Source: an optimization exercise on an open RTL-to-GDS flow (aim: small area and a short achievable clock period). Production flows keep margins and buffers that such runs may drop. No functional check of the RTL was part of any run shown here. Power is estimated from default activity; no workload was simulated.

## flow/design.v (module list and top-level ports; edited modules follow where they fit)
// module control: 15 lines
// module ieeesub_pre: 25 lines
// module ieeesub_post: 21 lines
// module as_add25: 188 lines
// module align: 16 lines
// module mul_tree: 928 lines
// module ieeemul_pre: 18 lines
// module ieeemul_post: 14 lines
// module mul_lo23: 148 lines
// module mul_hi25: 188 lines
// module ieeedivision: 16 lines
// module ieecomp: 17 lines
// module finalmux_pre: 28 lines
// module finalmux_post: 14 lines
// module FPU: 32 lines
module FPU(
    input clk,
    input [31:0] A,
    input [31:0] B,
    input [2:0] OPC,
    output [31:0] OUT,
    output AEB,
    output ALB,
    output AGB
    );
  // ...
==> flow/flow/run.sh <==
#!/bin/bash
# Standard layout (the standard.sh: standard synthesis, floorplan, place,
# CTS, route, finish) with two changes to how timing is repaired:
#  - port buffers are buf_2 cells instead of the slow delay-buffer cell the
#    resizer picks by default (every input and output still gets a buffer);
#  - timing repair aims at 5 ns of setup slack.
# The design is still laid out and signed off at the design's clock period.
# make's full output goes to layout.log; each ORFS step logs under orfs/logs.
set -euo pipefail
bash standard.sh SETUP_SLACK_MARGIN=5 \
  "BUFFER_PORTS_ARGS=-buffer_cell sky130_fd_sc_hd__buf_2" finish > layout.log 2>&1
==> flow/standard.sh <==
#!/bin/bash
# synth_recipe.tcl (not shown) runs the flow's synth.tcl, then flattens the netlist and writes it again
# the make line also repeats each setting of config.mk as NAME=value (left out here)
make -C /OpenROAD-flow-scripts/flow DESIGN_CONFIG=/design/flow/config.mk WORK_HOME=/design/flow/orfs CLKGATE_MAP_FILE= SYNTH_SCRIPT=/design/flow/synth_recipe.tcl "${@:-finish}"
==> flow/config.mk <==
export PLATFORM = sky130hd
export DESIGN_NAME = FPU
export DESIGN_NICKNAME = FPU
export VERILOG_FILES = /design/flow/design.v
export SDC_FILE = /design/flow/constraint.sdc
export NUM_CORES = 4
export LEC_CHECK = 0
export CAP_MARGIN = 20
export CORE_MARGIN = 2
export CORE_UTILIZATION = 40
export SETUP_SLACK_MARGIN = 5
export SLEW_MARGIN = 20
==> flow/constraint.sdc <==
create_clock -name core_clock -period 13.0 [get_ports {clk}]
set_input_delay 2.6000 -clock core_clock [delete_from_list [all_inputs] [get_ports {clk}]]
set_output_delay 2.6000 -clock core_clock [all_outputs]
set_load 0.01 [all_outputs]
==> metrics.yaml, run 1 <==
max_stage_delay_ns: 0.87
worstPathArrival_ns: 8.25
cts_hold_buffers: 0
clock_area_share_pct: 0.843
multi_input_area_share_pct: 78.5
cpLargestDelayFamily: "adder cells"
ys_types: 99
top_power_group: "combinational logic"
crit_cells: 17
cp_data_required_time_ns: 13.26
synth_compound_area_share_pct: 32.0
die_w_um: 276
total_power_mw: 5.41
crit_buf_inv: 7
vias_per_cell: 6.57
cp_slowest_cell: "o311ai_1"
power.leakage_nw: 14.0
cts_tree: "yes"
holdWs_ns: 2.57
grt_max_degree: 60
synth_edf_count: 0
p_seq_mw: 0.386
grt_pass1_wl_um: 197000
crit_type: "in2reg"
use_met3_pct: 4.99
ant_nets: 0
start_kind: "input pin"
area_delta_synth_final_pct: 9.02
hold_violations: 0
highest_layer: "met5"
start_util_pct: 40.5
status: "finished clean"
yosysMostFrequentCell: "o21ai_0"
cp_cell_sequence: "buf_2, buf_4, inv_1, buf_4, nand2_1, nor2_1, o311ai_1, buf_4, fa_1, fa_1, fa_1, inv_1, fa_1, inv_1, fa_1, a221o_1, o221ai_1"
gp_congestion: 1.00
largestRegisters: "x1.q_st x60, x1.q_flg x3, x1.q_tag x2"
antenna_found_initial: 4
min_period_ns: 7.99
==> module ieeesub_pre, before the edit <==
module ieeesub_pre(
    input sub,
    input [31:0] A,
    input [31:0] B,
    input gt,
    input eq,
    output [34:0] st
    );
wire bs = B[31] ^ sub;
wire [22:0] mxm = gt ? A[22:0] : B[22:0];
wire [7:0] mxe = gt ? A[30:23] : B[30:23];
wire sign = gt ? A[31] : bs;
wire effsub = (A[31] ^ bs) & ~eq;
wire [7:0] dab = A[30:23] - B[30:23];
wire [7:0] dba = B[30:23] - A[30:23];
wire [23:0] sb, sa;
align al_b({1'b1, B[22:0]}, dab, effsub, sb);
align al_a({1'b1, A[22:0]}, dba, effsub, sa);
wire [23:0] smx = gt ? sb : sa;
wire [24:0] mb = {2'b01, mxm};
wire [24:0] s;
wire s_co;
as_add25 ad(mb, {effsub, smx}, effsub, s, s_co);
assign st = {effsub, sign, mxe, s};
endmodule
==> module ieeemul_pre, before the edit <==
module ieeemul_pre(
    input [31:0] A,
    input [31:0] B,
    input div3,
    input [7:0] ediv,
    output [59:0] st,
    output zero
    );
wire [22:0] bm = div3 ? {1'b1, 22'd0} : B[22:0];
wire [47:0] r0, r1;
mul_tree t({1'b1, A[22:0]}, {1'b1, bm}, r0, r1);
wire [22:0] lo;
wire cin;
mul_lo23 lc(r0[22:0], r1[22:0], 1'b0, lo, cin);
wire [7:0] eb = div3 ? ediv : A[30:23] + B[30:23] + 8'd129;
assign zero = (A == 32'd0) | (B == 32'd0);
assign st = {A[31] ^ B[31], eb, cin, r1[47:23], r0[47:23]};
endmodule
==> module ieeemul_post, before the edit <==
module ieeemul_post(
    input [59:0] st,
    input fix,       
    output [31:0] ans
    );
wire [24:0] p;   
wire p_co;
mul_hi25 hc(st[24:0], st[49:25], st[50], p, p_co);
wire [7:0] eb = st[58:51];
wire top = p[24] | fix;
wire [7:0] e = eb + {7'd0, top};
wire [22:0] m = top ? p[23:1] : p[22:0];
assign ans = {st[59], e, m};
endmodule
==> module ieeedivision, before the edit <==
module ieeedivision(
    input [31:0] A,
    input [31:0] B,
    output [31:0] out,
    output q3,
    output [7:0] ediv
    );
wire [23:0] a = {1'b1, A[22:0]};
wire q2 = B[22:0] > 23'd2796202;    
wire q4 = B[22:0] == 23'd0;
assign q3 = ~q2 & ~q4;
wire [22:0] m = q2 ? a[23:1] : a[22:0];
wire [7:0] e = A[30:23] - B[30:23] + 8'd127;
assign ediv = A[30:23] - B[30:23] + 8'd126;
assign out = {A[31] ^ B[31], e, m};
endmodule
==> module finalmux_pre, before the edit <==
module finalmux_pre(
    input [2:0] opc,
    input [34:0] st_as,
    input [59:0] st_mul,
    input mul_zero,
    input [31:0] div_r,
    input div_q3,
    input ceq,
    input clt,
    input cgt,
    output reg [59:0] st,
    output reg [1:0] tag,
    output [2:0] flg
    );
always @* begin
    st = 60'd0;
    tag = 2'd0;
    case (opc)
        3'd0, 3'd1: begin st = {25'd0, st_as}; tag = 2'd2; end
        3'd2: if (!mul_zero) begin st = st_mul; tag = 2'd1; end
        3'd3: if (div_q3) begin st = st_mul; tag = 2'd3; end
              else st = {28'd0, div_r};
        default: ;
    endcase
end
wire is_cmp = (opc == 3'd4);
assign flg = {is_cmp & ceq, is_cmp & clt, is_cmp & cgt};
endmodule
==> module FPU, before the edit <==
module FPU(
    input clk,
    input [31:0] A,
    input [31:0] B,
    input [2:0] OPC,
    output [31:0] OUT,
    output AEB,
    output ALB,
    output AGB
    );
wire gt, eq;
wire ceq, clt, cgt;
wire [59:0] st_mul;
wire [34:0] st_as;
wire [31:0] o_div;
wire mul_zero;
wire div_q3;
wire [7:0] div_e;
wire [59:0] d_st, q_st;
wire [1:0] d_tag, q_tag;
wire [2:0] d_flg, q_flg;
wire [31:0] p_mul, p_as;
ieecomp      x6(A, B, gt, eq, ceq, clt, cgt);
ieeesub_pre  x2(OPC[0], A, B, gt, eq, st_as);
ieeemul_pre  x4(A, B, OPC == 3'd3, div_e, st_mul, mul_zero);
ieeedivision x5(A, B, o_div, div_q3, div_e);
finalmux_pre x7(OPC, st_as, st_mul, mul_zero, o_div, div_q3, ceq, clt, cgt, d_st, d_tag, d_flg);
control      x1(clk, d_st, d_tag, d_flg, q_st, q_tag, q_flg);
ieeemul_post x8(q_st, q_tag[1], p_mul);
ieeesub_post x9(q_st[34:0], p_as);
finalmux_post x10(q_tag, q_st[31:0], p_mul, p_as, q_flg, OUT, AEB, ALB, AGB);
endmodule
==> inputs of run 2 (changes only) <==
--- a/flow/design.v
+++ b/flow/design.v
@@ -25,2 +25,3 @@
 wire [22:0] mxm = gt ? A[22:0] : B[22:0];
+wire [22:0] mnm = gt ? B[22:0] : A[22:0];
 wire [7:0] mxe = gt ? A[30:23] : B[30:23];
@@ -28,8 +29,6 @@
 wire effsub = (A[31] ^ bs) & ~eq;
-wire [7:0] dab = A[30:23] - B[30:23];
+wire [8:0] dab = {1'b0, A[30:23]} - {1'b0, B[30:23]};
 wire [7:0] dba = B[30:23] - A[30:23];
-wire [23:0] sb, sa;
-align al_b({1'b1, B[22:0]}, dab, effsub, sb);
-align al_a({1'b1, A[22:0]}, dba, effsub, sa);
-wire [23:0] smx = gt ? sb : sa;
+wire [7:0] ediff = dab[8] ? dba : dab[7:0];
+wire [23:0] sm = {1'b1, mnm} >> ediff;
 wire [24:0] mb = {2'b01, mxm};
@@ -37,3 +36,3 @@
 wire s_co;
-as_add25 ad(mb, {effsub, smx}, effsub, s, s_co);
+as_add25 ad(mb, {1'b0, sm} ^ {25{effsub}}, effsub, s, s_co);
 assign st = {effsub, sign, mxe, s};
@@ -249,18 +248,2 @@
 endmodule
-module align(
-    input [23:0] x,
-    input [7:0] d,
-    input inv,
-    output [23:0] y
-    );
-wire [23:0] xi = x ^ {24{inv}};
-wire [23:0] f = {24{inv}};
-wire [23:0] t0 = d[0] ? {f[0],    xi[23:1]}  : xi;
-wire [23:0] t1 = d[1] ? {f[1:0],  t0[23:2]}  : t0;
-wire [23:0] t2 = d[2] ? {f[3:0],  t1[23:4]}  : t1;
-wire [23:0] t3 = d[3] ? {f[7:0],  t2[23:8]}  : t2;
-wire [23:0] t4 = d[4] ? {f[15:0], t3[23:16]} : t3;
-wire out_all = (d[7:5] != 3'd0) | (d[4] & d[3]);
-assign y = out_all ? f : t4;
-endmodule
 module mul_tree(input [23:0] a, input [23:0] b, output [47:0] r0, output [47:0] r1);
@@ -1196,4 +1179,2 @@
     input [31:0] B,
-    input div3,
-    input [7:0] ediv,
     output [59:0] st,
@@ -1201,9 +1182,7 @@
     );
-wire [22:0] bm = div3 ? {1'b1, 22'd0} : B[22:0];
 wire [47:0] r0, r1;
-mul_tree t({1'b1, A[22:0]}, {1'b1, bm}, r0, r1);
-wire [22:0] lo;
-wire cin;
-mul_lo23 lc(r0[22:0], r1[22:0], 1'b0, lo, cin);
-wire [7:0] eb = div3 ? ediv : A[30:23] + B[30:23] + 8'd129;
+mul_tree t({1'b1, A[22:0]}, {1'b1, B[22:0]}, r0, r1);
+wire [23:0] lo = {1'b0, r0[22:0]} + {1'b0, r1[22:0]};
+wire cin = lo[23];
+wire [7:0] eb = A[30:23] + B[30:23] + 8'd129;
 assign zero = (A == 32'd0) | (B == 32'd0);
@@ -1213,350 +1192,10 @@
     input [59:0] st,
-    input fix,       
     output [31:0] ans
     );
-wire [24:0] p;   
-wire p_co;
-mul_hi25 hc(st[24:0], st[49:25], st[50], p, p_co);
+wire [24:0] p = st[24:0] + st[49:25] + {24'd0, st[50]};   
 wire [7:0] eb = st[58:51];
-wire top = p[24] | fix;
-wire [7:0] e = eb + {7'd0, top};
-wire [22:0] m = top ? p[23:1] : p[22:0];
+wire [7:0] e = eb + {7'd0, p[24]};
+wire [22:0] m = p[24] ? p[23:1] : p[22:0];
 assign ans = {st[59], e, m};
 endmodule
-module mul_lo23(input [22:0] x, input [22:0] y, input ci, output [22:0] s, output co);
-wire a_g0_0 = x[0] & y[0];
-wire a_p0_0 = x[0] ^ y[0];
-wire a_g1_1 = x[1] & y[1];
-wire a_p1_1 = x[1] ^ y[1];
-wire a_g2_2 = x[2] & y[2];
-wire a_p2_2 = x[2] ^ y[2];
-wire a_g3_3 = x[3] & y[3];
-wire a_p3_3 = x[3] ^ y[3];
-wire a_g4_4 = x[4] & y[4];
-wire a_p4_4 = x[4] ^ y[4];
-wire a_g5_5 = x[5] & y[5];
-wire a_p5_5 = x[5] ^ y[5];
-wire a_g6_6 = x[6] & y[6];
-wire a_p6_6 = x[6] ^ y[6];
-wire a_g7_7 = x[7] & y[7];
-wire a_p7_7 = x[7] ^ y[7];
-wire a_g8_8 = x[8] & y[8];
-wire a_p8_8 = x[8] ^ y[8];
-wire a_g9_9 = x[9] & y[9];
-wire a_p9_9 = x[9] ^ y[9];
-wire a_g10_10 = x[10] & y[10];
-wire a_p10_10 = x[10] ^ y[10];
-wire a_g11_11 = x[11] & y[11];
-wire a_p11_11 = x[11] ^ y[11];
-wire a_g12_12 = x[12] & y[12];
-wire a_p12_12 = x[12] ^ y[12];
-wire a_g13_13 = x[13] & y[13];
-wire a_p13_13 = x[13] ^ y[13];
-wire a_g14_14 = x[14] & y[14];
-wire a_p14_14 = x[14] ^ y[14];
-wire a_g15_15 = x[15] & y[15];
-wire a_p15_15 = x[15] ^ y[15];
-wire a_g16_16 = x[16] & y[16];
-wire a_p16_16 = x[16] ^ y[16];
-wire a_g17_17 = x[17] & y[17];
-wire a_p17_17 = x[17] ^ y[17];
-wire a_g18_18 = x[18] & y[18];
-wire a_p18_18 = x[18] ^ y[18];
-wire a_g19_19 = x[19] & y[19];
-wire a_p19_19 = x[19] ^ y[19];
-wire a_g20_20 = x[20] & y[20];
-wire a_p20_20 = x[20] ^ y[20];
-wire a_g21_21 = x[21] & y[21];
-wire a_p21_21 = x[21] ^ y[21];
-wire a_g22_22 = x[22] & y[22];
-wire a_p22_22 = x[22] ^ y[22];
-wire a_g0c = a_g0_0 | (a_p0_0 & ci);
-wire a_G1 = a_g1_1 | (a_p1_1 & a_g0c);
-wire a_P1 = a_p1_1 & a_p0_0;
-wire a_G2 = a_g3_3 | (a_p3_3 & a_g2_2);
-wire a_P2 = a_p3_3 & a_p2_2;
-wire a_G3 = a_g5_5 | (a_p5_5 & a_g4_4);
-wire a_P3 = a_p5_5 & a_p4_4;
-wire a_G4 = a_g7_7 | (a_p7_7 & a_g6_6);
-wire a_P4 = a_p7_7 & a_p6_6;
-wire a_G5 = a_g9_9 | (a_p9_9 & a_g8_8);
-wire a_P5 = a_p9_9 & a_p8_8;
-wire a_G6 = a_g11_11 | (a_p11_11 & a_g10_10);
-wire a_P6 = a_p11_11 & a_p10_10;
-wire a_G7 = a_g13_13 | (a_p13_13 & a_g12_12);
-wire a_P7 = a_p13_13 & a_p12_12;
-wire a_G8 = a_g15_15 | (a_p15_15 & a_g14_14);
-wire a_P8 = a_p15_15 & a_p14_14;
-wire a_G9 = a_g17_17 | (a_p17_17 & a_g16_16);
-wire a_P9 = a_p17_17 & a_p16_16;
-wire a_G10 = a_g19_19 | (a_p19_19 & a_g18_18);
-wire a_P10 = a_p19_19 & a_p18_18;
-wire a_G11 = a_g21_21 | (a_p21_21 & a_g20_20);
-wire a_P11 = a_p21_21 & a_p20_20;
-wire a_G12 = a_G2 | (a_P2 & a_G1);
-wire a_P12 = a_P2 & a_P1;
-wire a_G13 = a_G4 | (a_P4 & a_G3);
-wire a_P13 = a_P4 & a_P3;
-wire a_G14 = a_G6 | (a_P6 & a_G5);
-wire a_P14 = a_P6 & a_P5;
-wire a_G15 = a_G8 | (a_P8 & a_G7);
-wire a_P15 = a_P8 & a_P7;
-wire a_G16 = a_G10 | (a_P10 & a_G9);
-wire a_P16 = a_P10 & a_P9;
-wire a_G17 = a_G13 | (a_P13 & a_G12);
-wire a_P17 = a_P13 & a_P12;
-wire a_G18 = a_G15 | (a_P15 & a_G14);
-wire a_P18 = a_P15 & a_P14;
-wire a_G19 = a_G18 | (a_P18 & a_G17);
-wire a_P19 = a_P18 & a_P17;
-wire a_G20 = a_G14 | (a_P14 & a_G17);
-wire a_P20 = a_P14 & a_P17;
-wire a_G21 = a_G16 | (a_P16 & a_G19);
-wire a_P21 = a_P16 & a_P19;
-wire a_G22 = a_G3 | (a_P3 & a_G12);
-wire a_P22 = a_P3 & a_P12;
-wire a_G23 = a_G5 | (a_P5 & a_G17);
-wire a_P23 = a_P5 & a_P17;
-wire a_G24 = a_G7 | (a_P7 & a_G20);
-wire a_P24 = a_P7 & a_P20;
-wire a_G25 = a_G9 | (a_P9 & a_G19);
-wire a_P25 = a_P9 & a_P19;
-wire a_G26 = a_G11 | (a_P11 & a_G21);
-wire a_P26 = a_P11 & a_P21;
-wire a_G27 = a_g2_2 | (a_p2_2 & a_G1);
-wire a_P27 = a_p2_2 & a_P1;
-wire a_G28 = a_g4_4 | (a_p4_4 & a_G12);
-wire a_P28 = a_p4_4 & a_P12;
-wire a_G29 = a_g6_6 | (a_p6_6 & a_G22);
-wire a_P29 = a_p6_6 & a_P22;
-wire a_G30 = a_g8_8 | (a_p8_8 & a_G17);
-wire a_P30 = a_p8_8 & a_P17;
-wire a_G31 = a_g10_10 | (a_p10_10 & a_G23);
-wire a_P31 = a_p10_10 & a_P23;
-wire a_G32 = a_g12_12 | (a_p12_12 & a_G20);
-wire a_P32 = a_p12_12 & a_P20;
-wire a_G33 = a_g14_14 | (a_p14_14 & a_G24);
-wire a_P33 = a_p14_14 & a_P24;
-wire a_G34 = a_g16_16 | (a_p16_16 & a_G19);
-wire a_P34 = a_p16_16 & a_P19;
-wire a_G35 = a_g18_18 | (a_p18_18 & a_G25);
-wire a_P35 = a_p18_18 & a_P25;
-wire a_G36 = a_g20_20 | (a_p20_20 & a_G21);
-wire a_P36 = a_p20_20 & a_P21;
-wire a_G37 = a_g22_22 | (a_p22_22 & a_G26);
-wire a_P37 = a_p22_22 & a_P26;
-wire a_s0 = a_p0_0 ^ ci;
-wire a_s1 = a_p1_1 ^ a_g0c;
-wire a_s2 = a_p2_2 ^ a_G1;
-wire a_s3 = a_p3_3 ^ a_G27;
-wire a_s4 = a_p4_4 ^ a_G12;
-wire a_s5 = a_p5_5 ^ a_G28;
-wire a_s6 = a_p6_6 ^ a_G22;
-wire a_s7 = a_p7_7 ^ a_G29;
-wire a_s8 = a_p8_8 ^ a_G17;
-wire a_s9 = a_p9_9 ^ a_G30;
-wire a_s10 = a_p10_10 ^ a_G23;
-wire a_s11 = a_p11_11 ^ a_G31;
-wire a_s12 = a_p12_12 ^ a_G20;
-wire a_s13 = a_p13_13 ^ a_G32;
-wire a_s14 = a_p14_14 ^ a_G24;
-wire a_s15 = a_p15_15 ^ a_G33;
-wire a_s16 = a_p16_16 ^ a_G19;
-wire a_s17 = a_p17_17 ^ a_G34;
-wire a_s18 = a_p18_18 ^ a_G25;
-wire a_s19 = a_p19_19 ^ a_G35;
-wire a_s20 = a_p20_20 ^ a_G21;
-wire a_s21 = a_p21_21 ^ a_G36;
-wire a_s22 = a_p22_22 ^ a_G26;
-assign s = {a_s22, a_s21, a_s20, a_s19, a_s18, a_s17, a_s16, a_s15, a_s14, a_s13, a_s12, a_s11, a_s10, a_s9, a_s8, a_s7, a_s6, a_s5, a_s4, a_s3, a_s2, a_s1, a_s0};
-assign co = a_G37;
-endmodule
-module mul_hi25(input [24:0] x, input [24:0] y, input ci, output [24:0] s, output co);
-wire a_g0_0 = x[0] & y[0];
-wire a_p0_0 = x[0] ^ y[0];
-wire a_g1_1 = x[1] & y[1];
-wire a_p1_1 = x[1] ^ y[1];
-wire a_g2_2 = x[2] & y[2];
-wire a_p2_2 = x[2] ^ y[2];
-wire a_g3_3 = x[3] & y[3];
-wire a_p3_3 = x[3] ^ y[3];
-wire a_g4_4 = x[4] & y[4];
-wire a_p4_4 = x[4] ^ y[4];
-wire a_g5_5 = x[5] & y[5];
-wire a_p5_5 = x[5] ^ y[5];
-wire a_g6_6 = x[6] & y[6];
-wire a_p6_6 = x[6] ^ y[6];
-wire a_g7_7 = x[7] & y[7];
-wire a_p7_7 = x[7] ^ y[7];
-wire a_g8_8 = x[8] & y[8];
-wire a_p8_8 = x[8] ^ y[8];
-wire a_g9_9 = x[9] & y[9];
-wire a_p9_9 = x[9] ^ y[9];
-wire a_g10_10 = x[10] & y[10];
-wire a_p10_10 = x[10] ^ y[10];
-wire a_g11_11 = x[11] & y[11];
-wire a_p11_11 = x[11] ^ y[11];
-wire a_g12_12 = x[12] & y[12];
-wire a_p12_12 = x[12] ^ y[12];
-wire a_g13_13 = x[13] & y[13];
-wire a_p13_13 = x[13] ^ y[13];
-wire a_g14_14 = x[14] & y[14];
-wire a_p14_14 = x[14] ^ y[14];
-wire a_g15_15 = x[15] & y[15];
-wire a_p15_15 = x[15] ^ y[15];
-wire a_g16_16 = x[16] & y[16];
-wire a_p16_16 = x[16] ^ y[16];
-wire a_g17_17 = x[17] & y[17];
-wire a_p17_17 = x[17] ^ y[17];
-wire a_g18_18 = x[18] & y[18];
-wire a_p18_18 = x[18] ^ y[18];
-wire a_g19_19 = x[19] & y[19];
-wire a_p19_19 = x[19] ^ y[19];
-wire a_g20_20 = x[20] & y[20];
-wire a_p20_20 = x[20] ^ y[20];
-wire a_g21_21 = x[21] & y[21];
-wire a_p21_21 = x[21] ^ y[21];
-wire a_g22_22 = x[22] & y[22];
-wire a_p22_22 = x[22] ^ y[22];
-wire a_g23_23 = x[23] & y[23];
-wire a_p23_23 = x[23] ^ y[23];
-wire a_g24_24 = x[24] & y[24];
-wire a_p24_24 = x[24] ^ y[24];
-wire a_g0c = a_g0_0 | (a_p0_0 & ci);
-wire a_G1 = a_g1_1 | (a_p1_1 & a_g0c);
-wire a_P1 = a_p1_1 & a_p0_0;
-wire a_G2 = a_g3_3 | (a_p3_3 & a_g2_2);
-wire a_P2 = a_p3_3 & a_p2_2;
-wire a_G3 = a_g5_5 | (a_p5_5 & a_g4_4);
-wire a_P3 = a_p5_5 & a_p4_4;
-wire a_G4 = a_g7_7 | (a_p7_7 & a_g6_6);
-wire a_P4 = a_p7_7 & a_p6_6;
-wire a_G5 = a_g9_9 | (a_p9_9 & a_g8_8);
-wire a_P5 = a_p9_9 & a_p8_8;
-wire a_G6 = a_g11_11 | (a_p11_11 & a_g10_10);
-wire a_P6 = a_p11_11 & a_p10_10;
-wire a_G7 = a_g13_13 | (a_p13_13 & a_g12_12);
-wire a_P7 = a_p13_13 & a_p12_12;
-wire a_G8 = a_g15_15 | (a_p15_15 & a_g14_14);
-wire a_P8 = a_p15_15 & a_p14_14;
-wire a_G9 = a_g17_17 | (a_p17_17 & a_g16_16);
-wire a_P9 = a_p17_17 & a_p16_16;
-wire a_G10 = a_g19_19 | (a_p19_19 & a_g18_18);
-wire a_P10 = a_p19_19 & a_p18_18;
-wire a_G11 = a_g21_21 | (a_p21_21 & a_g20_20);
-wire a_P11 = a_p21_21 & a_p20_20;
-wire a_G12 = a_g23_23 | (a_p23_23 & a_g22_22);
-wire a_P12 = a_p23_23 & a_p22_22;
-wire a_G13 = a_g2_2 | (a_p2_2 & a_G1);
-wire a_P13 = a_p2_2 & a_P1;
-wire a_G14 = a_G2 | (a_P2 & a_G1);
-wire a_P14 = a_P2 & a_P1;
-wire a_G15 = a_g6_6 | (a_p6_6 & a_G3);
-wire a_P15 = a_p6_6 & a_P3;
-wire a_G16 = a_G4 | (a_P4 & a_G3);
-wire a_P16 = a_P4 & a_P3;
-wire a_G17 = a_g10_10 | (a_p10_10 & a_G5);
-wire a_P17 = a_p10_10 & a_P5;
-wire a_G18 = a_G6 | (a_P6 & a_G5);
-wire a_P18 = a_P6 & a_P5;
-wire a_G19 = a_g14_14 | (a_p14_14 & a_G7);
-wire a_P19 = a_p14_14 & a_P7;
-wire a_G20 = a_G8 | (a_P8 & a_G7);
-wire a_P20 = a_P8 & a_P7;
-wire a_G21 = a_g18_18 | (a_p18_18 & a_G9);
-wire a_P21 = a_p18_18 & a_P9;
-wire a_G22 = a_G10 | (a_P10 & a_G9);
-wire a_P22 = a_P10 & a_P9;
-wire a_G23 = a_g22_22 | (a_p22_22 & a_G11);
-wire a_P23 = a_p22_22 & a_P11;
-wire a_G24 = a_G12 | (a_P12 & a_G11);
-wire a_P24 = a_P12 & a_P11;
-wire a_G25 = a_g4_4 | (a_p4_4 & a_G14);
-wire a_P25 = a_p4_4 & a_P14;
-wire a_G26 = a_G3 | (a_P3 & a_G14);
-wire a_P26 = a_P3 & a_P14;
-wire a_G27 = a_G15 | (a_P15 & a_G14);
-wire a_P27 = a_P15 & a_P14;
-wire a_G28 = a_G16 | (a_P16 & a_G14);
-wire a_P28 = a_P16 & a_P14;
-wire a_G29 = a_g12_12 | (a_p12_12 & a_G18);
-wire a_P29 = a_p12_12 & a_P18;
-wire a_G30 = a_G7 | (a_P7 & a_G18);
-wire a_P30 = a_P7 & a_P18;
-wire a_G31 = a_G19 | (a_P19 & a_G18);
-wire a_P31 = a_P19 & a_P18;
-wire a_G32 = a_G20 | (a_P20 & a_G18);
-wire a_P32 = a_P20 & a_P18;
-wire a_G33 = a_g20_20 | (a_p20_20 & a_G22);
-wire a_P33 = a_p20_20 & a_P22;
-wire a_G34 = a_G11 | (a_P11 & a_G22);
-wire a_P34 = a_P11 & a_P22;
-wire a_G35 = a_G23 | (a_P23 & a_G22);
-wire a_P35 = a_P23 & a_P22;
-wire a_G36 = a_G24 | (a_P24 & a_G22);
-wire a_P36 = a_P24 & a_P22;
-wire a_G37 = a_g8_8 | (a_p8_8 & a_G28);
-wire a_P37 = a_p8_8 & a_P28;
-wire a_G38 = a_G5 | (a_P5 & a_G28);
-wire a_P38 = a_P5 & a_P28;
-wire a_G39 = a_G17 | (a_P17 & a_G28);
-wire a_P39 = a_P17 & a_P28;
-wire a_G40 = a_G18 | (a_P18 & a_G28);
-wire a_P40 = a_P18 & a_P28;
-wire a_G41 = a_G29 | (a_P29 & a_G28);
-wire a_P41 = a_P29 & a_P28;
-wire a_G42 = a_G30 | (a_P30 & a_G28);
-wire a_P42 = a_P30 & a_P28;
-wire a_G43 = a_G31 | (a_P31 & a_G28);
-wire a_P43 = a_P31 & a_P28;
-wire a_G44 = a_G32 | (a_P32 & a_G28);
-wire a_P44 = a_P32 & a_P28;
-wire a_G45 = a_g24_24 | (a_p24_24 & a_G36);
-wire a_P45 = a_p24_24 & a_P36;
-wire a_G46 = a_g16_16 | (a_p16_16 & a_G44);
-wire a_P46 = a_p16_16 & a_P44;
-wire a_G47 = a_G9 | (a_P9 & a_G44);
-wire a_P47 = a_P9 & a_P44;
-wire a_G48 = a_G21 | (a_P21 & a_G44);
-wire a_P48 = a_P21 & a_P44;
-wire a_G49 = a_G22 | (a_P22 & a_G44);
-wire a_P49 = a_P22 & a_P44;
-wire a_G50 = a_G33 | (a_P33 & a_G44);
-wire a_P50 = a_P33 & a_P44;
-wire a_G51 = a_G34 | (a_P34 & a_G44);
-wire a_P51 = a_P34 & a_P44;
-wire a_G52 = a_G35 | (a_P35 & a_G44);
-wire a_P52 = a_P35 & a_P44;
-wire a_G53 = a_G36 | (a_P36 & a_G44);
-wire a_P53 = a_P36 & a_P44;
-wire a_G54 = a_G45 | (a_P45 & a_G44);
-wire a_P54 = a_P45 & a_P44;
-wire a_s0 = a_p0_0 ^ ci;
-wire a_s1 = a_p1_1 ^ a_g0c;
-wire a_s2 = a_p2_2 ^ a_G1;
-wire a_s3 = a_p3_3 ^ a_G13;
-wire a_s4 = a_p4_4 ^ a_G14;
-wire a_s5 = a_p5_5 ^ a_G25;
-wire a_s6 = a_p6_6 ^ a_G26;
-wire a_s7 = a_p7_7 ^ a_G27;
-wire a_s8 = a_p8_8 ^ a_G28;
-wire a_s9 = a_p9_9 ^ a_G37;
-wire a_s10 = a_p10_10 ^ a_G38;
-wire a_s11 = a_p11_11 ^ a_G39;
-wire a_s12 = a_p12_12 ^ a_G40;
-wire a_s13 = a_p13_13 ^ a_G41;
-wire a_s14 = a_p14_14 ^ a_G42;
-wire a_s15 = a_p15_15 ^ a_G43;
-wire a_s16 = a_p16_16 ^ a_G44;
-wire a_s17 = a_p17_17 ^ a_G46;
-wire a_s18 = a_p18_18 ^ a_G47;
-wire a_s19 = a_p19_19 ^ a_G48;
-wire a_s20 = a_p20_20 ^ a_G49;
-wire a_s21 = a_p21_21 ^ a_G50;
-wire a_s22 = a_p22_22 ^ a_G51;
-wire a_s23 = a_p23_23 ^ a_G52;
-wire a_s24 = a_p24_24 ^ a_G53;
-assign s = {a_s24, a_s23, a_s22, a_s21, a_s20, a_s19, a_s18, a_s17, a_s16, a_s15, a_s14, a_s13, a_s12, a_s11, a_s10, a_s9, a_s8, a_s7, a_s6, a_s5, a_s4, a_s3, a_s2, a_s1, a_s0};
-assign co = a_G54;
-endmodule
 module ieeedivision(
@@ -1564,13 +1203,10 @@
     input [31:0] B,
-    output [31:0] out,
-    output q3,
-    output [7:0] ediv
+    output [31:0] out
     );
 wire [23:0] a = {1'b1, A[22:0]};
+wire [25:0] a3 = {2'b00, a} + {1'b0, a, 1'b0};
 wire q2 = B[22:0] > 23'd2796202;    
 wire q4 = B[22:0] == 23'd0;
-assign q3 = ~q2 & ~q4;
-wire [22:0] m = q2 ? a[23:1] : a[22:0];
+wire [22:0] m = q2 ? a[23:1] : (q4 ? a[22:0] : a3[24:2]);
 wire [7:0] e = A[30:23] - B[30:23] + 8'd127;
-assign ediv = A[30:23] - B[30:23] + 8'd126;
 assign out = {A[31] ^ B[31], e, m};
@@ -1600,3 +1236,2 @@
     input [31:0] div_r,
-    input div_q3,
     input ceq,
@@ -1614,4 +1249,3 @@
         3'd2: if (!mul_zero) begin st = st_mul; tag = 2'd1; end
-        3'd3: if (div_q3) begin st = st_mul; tag = 2'd3; end
-              else st = {28'd0, div_r};
+        3'd3: st = {28'd0, div_r};
         default: ;
@@ -1652,4 +1286,2 @@
 wire mul_zero;
-wire div_q3;
-wire [7:0] div_e;
 wire [59:0] d_st, q_st;
@@ -1660,7 +1292,7 @@
 ieeesub_pre  x2(OPC[0], A, B, gt, eq, st_as);
-ieeemul_pre  x4(A, B, OPC == 3'd3, div_e, st_mul, mul_zero);
-ieeedivision x5(A, B, o_div, div_q3, div_e);
-finalmux_pre x7(OPC, st_as, st_mul, mul_zero, o_div, div_q3, ceq, clt, cgt, d_st, d_tag, d_flg);
+ieeemul_pre  x4(A, B, st_mul, mul_zero);
+ieeedivision x5(A, B, o_div);
+finalmux_pre x7(OPC, st_as, st_mul, mul_zero, o_div, ceq, clt, cgt, d_st, d_tag, d_flg);
 control      x1(clk, d_st, d_tag, d_flg, q_st, q_tag, q_flg);
-ieeemul_post x8(q_st, q_tag[1], p_mul);
+ieeemul_post x8(q_st, p_mul);
 ieeesub_post x9(q_st[34:0], p_as);
==> flow/run.sh (new file) <==
#!/bin/bash
# synth_recipe.tcl (not shown) runs the flow's synth.tcl, then flattens the netlist and writes it again
# the make line also repeats each setting of config.mk as NAME=value (left out here)
make -C /OpenROAD-flow-scripts/flow DESIGN_CONFIG=/design/flow/config.mk WORK_HOME=/design/flow/orfs CLKGATE_MAP_FILE= SYNTH_SCRIPT=/design/flow/synth_recipe.tcl finish
--- a/flow/config.mk
+++ b/flow/config.mk
@@ -10,3 +10,2 @@
 export CORE_UTILIZATION = 40
-export SETUP_SLACK_MARGIN = 5
 export SLEW_MARGIN = 20
removed: flow/flow/run.sh
removed: flow/standard.sh
==> metrics.yaml, run 2 <==
status: "finished clean"  # unchanged
synth.avg_cell_area_um2: 7.65  # was 6.89 um2
slew_violations: 0  # unchanged
grt_overflow_total: 0  # unchanged
synth.largest_area_cell: "fa_1"  # unchanged
die_area_um2: 66700  # was 76,400 um2
cts_root_buffer: "clkbuf_16"  # unchanged
final_util_pct: 43.6  # was 44.2%
crit_buf_inv: 4  # was 7
drive_above_1_share_pct: 5.43  # was 11.8%
dp.cells: 4173  # was 5,035
crit_cells: 26  # was 17
gp_congestion: 0.992  # was 1.00
cts_buffers: 9  # unchanged
ys_types: 86  # was 99
synthTopCellsByCount: "nand2_1 (398), inv_1 (377), xnor2_1 (328), o21ai_0 (324), fa_1 (266)"  # was o21ai_0 (542), nand2_1 (442), nor2_1 (414), inv_1 (402), clkbuf_1 (360)
tightest_slew_ns: 1.08  # was 1.17 ns
mostFrequentLayoutCell: "nand2_1"  # was o21ai_0
final_cell_mix: "nand2_1 (398), inv_1 (377), xnor2_1 (327)"  # was o21ai_0 (534), nand2_1 (437), nor2_1 (408)
synth_seq_cells: 65  # unchanged
endpoint: "x1.q_st[17]$_DFF_P_"  # was x1.q_st[12]$_DFF_P_
design_area_um2: 28000  # was 32,300 um2
cpLargestDelayFamily: "simple AND/OR/NAND/NOR gates"  # was adder cells
max_stage_delay_ns: 0.77  # was 0.87 ns
path_clk_slew_ns: 0.06  # about the same
cts_tree: "yes"  # unchanged
ios: 103  # unchanged
grt_pass1_wl_um: 162000  # was 197,000 um
yosysMostFrequentCell: "nand2_1"  # was o21ai_0
avgRoutedWirePerCell_um: 25.4  # was 26.3 um
worstPathArrival_ns: 11.02  # was 8.25 ns
htreeDepth: 3  # unchanged
area_delta_synth_final_pct: 8.24  # was 9.02%
vias_per_cell: 6.09  # was 6.57
ant_nets: 0  # unchanged
regMostFlops: "x1.q_st"  # unchanged
min_path_type: "in2reg"  # unchanged
cts_buffer_depth: 2  # unchanged
largestRegisters: "x1.q_st x60, x1.q_flg x3, x1.q_tag x2"  # unchanged
worst_setup_path_end_kind: "register"  # unchanged
power.leakage_nw: 11.7  # was 14.0 nW
start_kind: "input pin"  # unchanged
ys_seq_area_share_pct: 5.03  # was 4.39%
dr_total_vias: 25500  # was 33.8k
post-cts-setup-buffers: 0  # was 14
worst_slack_ns: 2.16  # was 5.01 ns
synthFlopType: "dfxtp_1"  # unchanged
synth_edf_count: 0  # unchanged
num_rows: 93  # was 99
drt_iter0_markers: 2921  # was 5,017
maxCapViolCount: 0  # unchanged
grt_max_degree: 63  # was 60
synthCells: 3380  # was 4,308
wirelength_um: 107000  # was 135,000 um
ys_warn_count: 3  # unchanged
holdWs_ns: 3.09  # was 2.57 ns
cp_data_required_time_ns: 13.18  # was 13.26 ns
synth_nets: 3929  # was 4,804
fin_nets: 3879  # was 4,672
rsz0062_at_grt: "no"  # unchanged
total_power_mw: 5.63  # was 5.41 mW
cellPowerDensity_nw_per_um2: 201  # was 167 nW/um2
setup_viol: 0  # unchanged
min_period_ns: 10.84  # was 7.99 ns
final.setup.tns_ns: 0  # unchanged
peakVddDrop_v: 0.000358  # was 0.000259 V
cp_slowest_cell: "nor2_8"  # was o311ai_1
hold_violations: 0  # unchanged
async_flop_share_pct: 0  # unchanged
cts-resized-gates: 0  # was 50
portBuffers: 102  # unchanged
cts_hold_buffers: 0  # unchanged
die_h_um: 258  # was 276 um
synthTopCellsByArea: "fa_1 (21%), xnor2_1 (11%), ha_1 (10%)"  # was fa_1 (18%), o21ai_0 (9.1%), ha_1 (7.0%)
grt_pass1_vias: 25200  # was 30.6k
synthesis.area_um2: 25900  # was 29,700 um2
dpl_cell_area_um2: 27600  # was 30,600 um2
fmax_ghz: 0.0922  # was 0.125 GHz
crit_type: "in2reg"  # unchanged
timing.max_slew.rel_slack_pct: 27.7  # was 21.3%
largest_reg_flops: 60  # unchanged
start_util_pct: 40.3  # was 40.5%
fin_crit_sh_pct: 83.4  # was 61.5%
place_ws_ns: 2.06  # was 3.16 ns
synth_top_area_share_pct: 20.6  # was 17.6%
die_w_um: 258  # was 276 um
dr.pass1.iters: 5  # was 10
dp_hpwl_um: 76700  # was 94,200 um
core_area_um2: 64200  # was 73,200 um2
crit_path_max_fanout: 62  # was 33
antenna_found_initial: 6  # was 4
fill_cells: 6544  # was 7,653
drc: 0  # unchanged
grt_usage_pct: 31.8  # was 33.1%
cts_sinks: 65  # unchanged
crit_start: "B[21]"  # was A[22]
final_cells: 4194  # was 5,141
==> run 2: cells by family after synthesis <==
logic type | count (synthesis) | synth area share [%]
AO/OA/AOI/OAI | 876 | 21.2
XOR/XNOR | 369 | 12.5
adder cells (fa/ha/maj) | 485 | 31.2
buffers and inverters | 640 | 9.48
flip-flops | 65 | 5.03
multiplexers | 132 | 6.45
AND/OR/NAND/NOR | 813 | 14.2
==> run 2: report_power, final <==
group | total (mW) | switching, mW | internal, mW | leakage (nW)
registers | 0.372 | 0.118 | 0.255 | 0.536
clock network | 0.253 | 0.100 | 0.152 | 0.147
logic | 5.01 | 3.02 | 1.98 | 11.0
==> run 2: worst min path at each step <==
stage                                    from                  end  slack (ns)  depth (start not counted)
after floorplan                        OPC[2]  x1.q_st[21]$_DFF_P_        2.67                          1
after global placement    x1.q_flg[1]$_DFF_P_                  ALB        3.35                          1
after detailed placement  x1.q_flg[1]$_DFF_P_                  ALB        3.35                          1
after CTS                              OPC[2]  x1.q_st[21]$_DFF_P_        3.07                          2
after global routing                   OPC[2]  x1.q_st[21]$_DFF_P_        3.11                          2
final                                  OPC[2]  x1.q_st[21]$_DFF_P_        3.09                          2
==> run 2: area by class of cell <==
cell class / instances / area [um2] / share of cell area, %
antenna: 4 / 10.0 / 0.0358
clock buffer: 9 / 225 / 0.805
clock inverter: 7 / 85.1 / 0.304
inverter: 387 / 1450 / 5.19
multi-input combinational: 2675 / 22200 / 79.2
sequential: 65 / 1300 / 4.65
tap: 855 / 1070 / 3.82
timing repair buffer: 192 / 1690 / 6.03
==> run 2: routing by layer <==
metal | routed length (um) | track usage (%)
met3 | 11600 | 5.51
met5 | 0 | 0
met2 | 46800 | 49.9
met1 | 41700 | 42.0
met4 | 6490 | 16.5

==> static timing again, ports no longer ideal <==
In the flow no input, the clock included, has a driving cell. The finished layouts below were timed again as built, in two steps.
Step 1 assumes that a clkbuf_16 drives the clock port and a buf_2 every other input.
Step 2 times the ports against the registers' clock, not the clock port: input delays grow and output delays shrink by t, the midpoint of the rising clock arrivals with the driver on.
Slacks: ideal / step 1 / step 2; pairs: ideal / step 1.
run | t, ns | setup WS [ns] | worst data-port slew with drivers (ns)
run 1 | 0.391 | 5.007 / 5.028 / 4.637 | 0.07
run 2 | 0.379 | 2.160 / 2.178 / 1.800 | 0.10
After both steps setup and hold are still met in every run listed. For run 1, which loses most, drivers alone change the setup slack by +0.021 ns; drivers and shift together by -0.370 ns.
